What follows belongs to an exercise in optimizing a design on an open flow for small area and a short achievable clock period; a production flow would make more cautious choices.
The RTL was checked by simulation tests, not by an equivalence proof against the original design.
Power figures rest on the tool's default switching activity, not on a simulated workload. The clock port is modelled as an ideal driver; clocking choices that lean on that would not hold on a real chip.

==> flow/design.v (excerpt) <==
module resa_subarray (
    input  wire         clk,
    input  wire         rst,
    input  wire [1:0]   dataflow_sel,
    input  wire         stationary_sel,
    input  wire [63:0]  array_ifmap_in,
    input  wire [63:0]  array_weight_in,
    input  wire [127:0] array_psum_in_v,
    input  wire [127:0] array_psum_in_h,
    output wire [63:0]  array_ifmap_out,
    output wire [63:0]  array_weight_out,
    output wire [127:0] array_psum_out_v,
    output wire [127:0] array_psum_out_h
);
For scale: about 770 I/O pins, about 93000 um^2 of cells after synthesis.
Settings: LEC_CHECK=0, CAP_MARGIN=20, CORE_MARGIN=2, CORE_UTILIZATION=60, PLACE_DENSITY=0.68, SLEW_MARGIN=20, SYNTH_HIERARCHICAL=1; clock period 10.0 ns.
standard.sh (not shown) runs the stock make flow with config.mk's settings and CLKGATE_MAP_FILE= SYNTH_SCRIPT=/design/flow/synth_recipe.tcl, a recipe that flattens the netlist after the stock synthesis.
==> flow/flow/run.sh <==
#!/bin/bash
# The standard layout, with changes made through ORFS's own variables only:
# clock tree synthesis without dummy loads and with larger sink clusters, port buffers of cell buf_2, and
# timing repair aiming at a 5.0 ns setup margin. Each tool's output is kept
# in the ORFS logs under orfs/logs; make's own output goes to
# make_finish.log here.
set -euo pipefail
export CTS_ARGS="-sink_clustering_enable -repair_clock_nets -dont_use_dummy_load -sink_clustering_size 30 -sink_clustering_max_diameter 120"
export BUFFER_PORTS_ARGS="-buffer_cell sky130_fd_sc_hd__buf_2"
export SETUP_SLACK_MARGIN=5.0
bash standard.sh finish > make_finish.log 2>&1
The starting point completed without violations.
Then changed:
==> flow/flow/run.sh (replaced) <==
#!/bin/bash
# The standard layout, with changes made through ORFS's own variables only:
# clock tree synthesis without dummy loads, port buffers of cell buf_2, and
# timing repair aiming at a 5.0 ns setup margin. Each tool's output is kept
# in the ORFS logs under orfs/logs; make's own output goes to
# make_finish.log here.
set -euo pipefail
export CTS_ARGS="-sink_clustering_enable -repair_clock_nets -dont_use_dummy_load"
export BUFFER_PORTS_ARGS="-buffer_cell sky130_fd_sc_hd__buf_2"
export SETUP_SLACK_MARGIN=5.0
bash standard.sh finish > make_finish.log 2>&1
- CORE_UTILIZATION: 60 -> 70
- CTS_CLUSTER_DIAMETER: default -> 100
- CTS_CLUSTER_SIZE: default -> 30
- PLACE_DENSITY: 0.68 -> 0.75
Cell area increases slightly.
Synthesized area stays the same.
Die area decreases by about a fifth.
Routed wire length stays flat.
Global-route usage increases by 5.5 points.
First-iteration DRC count increases by about a fifth.
Total power increases by roughly a tenth.
Fmax barely changes.
Via count increases by a few percent.
Clock-buffer cell count increases by 90.
Then changed:
==> flow/flow/run.sh (replaced) <==
#!/bin/bash
# The standard layout, with changes made through ORFS's own variables only:
# clock tree synthesis without dummy loads and with larger sink clusters, port buffers of cell buf_2, and
# timing repair aiming at a 5.0 ns setup margin. Each tool's output is kept
# in the ORFS logs under orfs/logs; make's own output goes to
# make_finish.log here.
set -euo pipefail
export CTS_ARGS="-sink_clustering_enable -repair_clock_nets -dont_use_dummy_load -sink_clustering_size 20 -sink_clustering_max_diameter 80"
export BUFFER_PORTS_ARGS="-buffer_cell sky130_fd_sc_hd__buf_2"
export SETUP_SLACK_MARGIN=5.0
bash standard.sh finish > make_finish.log 2>&1
- CORE_UTILIZATION: 70 -> 60
- CTS_CLUSTER_DIAMETER: 100 -> default
- CTS_CLUSTER_SIZE: 30 -> default
- PLACE_DENSITY: 0.75 -> 0.68
Design area goes down by 0.78%.
Die area goes up by 16%.
Final cell count goes up by 2.2%.
First-iteration DRC count goes down by 17%.
Power goes down by 5.5%.
Wire length barely changes.
Global-route usage goes down by 5.3 points.
Synthesized area does not change.
Clock power goes down by 22%.
Clock skew goes down by 0.028 ns.

## job 5574
resa_subarray, a different RTL version from the one above (not shown whole).
Size: roughly 8500 cells after synthesis, about 1500 flip-flops, ~0.089 sq mm of cells after synthesis.
Settings: LEC_CHECK=0, CAP_MARGIN=20, CORE_MARGIN=2, CORE_UTILIZATION=60, PLACE_DENSITY=0.68, SLEW_MARGIN=20, SYNTH_HIERARCHICAL=1; clock period 10.0 ns.
==> flow/flow/run.sh <==
#!/bin/bash
# The standard layout, with changes made through ORFS's own variables only:
# clock tree synthesis without dummy loads and with larger sink clusters, port buffers of cell buf_2, and
# timing repair aiming at a 5.0 ns setup margin. Each tool's output is kept
# in the ORFS logs under orfs/logs; make's own output goes to
# make_finish.log here.
set -euo pipefail
export CTS_ARGS="-sink_clustering_enable -repair_clock_nets -dont_use_dummy_load -sink_clustering_size 26 -sink_clustering_max_diameter 100"
export BUFFER_PORTS_ARGS="-buffer_cell sky130_fd_sc_hd__buf_2"
export SETUP_SLACK_MARGIN=5.0
bash standard.sh finish > make_finish.log 2>&1
Job 5574 | stages: all done | timing, DRC, antenna: all pass
--- input diff job 5574..job 5347 ---
==> flow/flow/run.sh <==
#!/bin/bash
# The standard layout, with changes made through ORFS's own variables only:
# clock tree synthesis without dummy loads, port buffers of cell buf_2, and
# timing repair aiming at a 5.0 ns setup margin. Each tool's output is kept
# in the ORFS logs under orfs/logs; make's own output goes to
# make_finish.log here.
set -euo pipefail
export CTS_ARGS="-sink_clustering_enable -repair_clock_nets -dont_use_dummy_load"
export BUFFER_PORTS_ARGS="-buffer_cell sky130_fd_sc_hd__buf_2"
export SETUP_SLACK_MARGIN=5.0
bash standard.sh finish > make_finish.log 2>&1
Findings:
Cmp job 5574 and job 5347 / clock buffer count / higher: job 5347
Job 5347 has switching part of the total power below what job 5574 had.
[job 5347 vs job 5574] relative area change from synthesis to final layout: higher in job 5347
Looking at first-pass GRT wire length, job 5347 sits about 1% higher than job 5574 does.
Hold slack (higher): job 5574
Clock power share for job 5347: 6.4 points up relative to job 5574
Status: routed wire length parity (job 5574, job 5347)
Modified inputs, job 3026 compared to job 5347
==> flow/flow/run.sh <==
#!/bin/bash
# The standard layout, with changes made through ORFS's own variables only:
# clock tree synthesis without dummy loads and with larger sink clusters, port buffers of cell buf_2, and
# timing repair aiming at a 5.0 ns setup margin. Each tool's output is kept
# in the ORFS logs under orfs/logs; make's own output goes to
# make_finish.log here.
set -euo pipefail
export CTS_ARGS="-sink_clustering_enable -repair_clock_nets -dont_use_dummy_load -sink_clustering_size 20 -sink_clustering_max_diameter 80"
export BUFFER_PORTS_ARGS="-buffer_cell sky130_fd_sc_hd__buf_2"
export SETUP_SLACK_MARGIN=5.0
bash standard.sh finish > make_finish.log 2>&1
Job 3026: design area about 1% below job 5347
Clock network power in job 3026 is about 24% lower than in job 5347
On detailed-route vias per instance, job 3026 and job 5347 are neck and neck.
Global routing met3 resource utilization: job 3026 < job 5347
From job 5347 to job 3026 the numbers moved as follows: combinational share of power now larger; clock power share now smaller.

==> separate check: timing with driven ports <==
Ports are ideal in the flow. The routed layouts listed here were re-timed in OpenROAD. Step 1 (the two cells are an assumption about what drives the block):
set clk [get_ports {clk}]
set_driving_cell -lib_cell sky130_fd_sc_hd__clkbuf_16 $clk
set_driving_cell -lib_cell sky130_fd_sc_hd__buf_2 [delete_from_list [all_inputs] $clk]
Step 2 adds t to the input delays and takes it off the output delays; t is the mean of the earliest and latest rising clock arrival at the registers after step 1. Input paths then give back, and output paths get back, about the clock's delay inside the block. Slacks: ideal / step 1 / step 2; pairs: ideal / step 1.
run | shift t [ns] | slack for setup (ns) | worst hold slack (ns) | clock arrival spread, ns
the first run of note 1 | 0.804 | 5.065 / 5.036 / 4.232 | 0.299 / 0.299 / 0.299 | 0.173 / 0.173
the second run of note 1 | 0.860 | 5.071 / 4.988 / 4.249 | 0.306 / 0.306 / 0.306 | 0.147 / 0.148
the third run of note 1 | 0.801 | 5.115 / 5.042 / 4.257 | 0.309 / 0.309 / 0.309 | 0.119 / 0.118
job 5574 | 0.788 | 5.069 / 4.754 / 3.966 | 0.316 / 0.316 / 0.316 | 0.151 / 0.152
job 5347 | 0.843 | 5.050 / 4.965 / 4.123 | 0.298 / 0.298 / 0.298 | 0.123 / 0.123
job 3026 | 0.798 | 5.103 / 5.062 / 4.264 | 0.293 / 0.293 / 0.293 | 0.101 / 0.100
After both steps every run listed still meets setup and hold. For job 5574, which loses most, drivers alone change the setup slack by -0.315 ns; drivers and shift together by -1.103 ns.
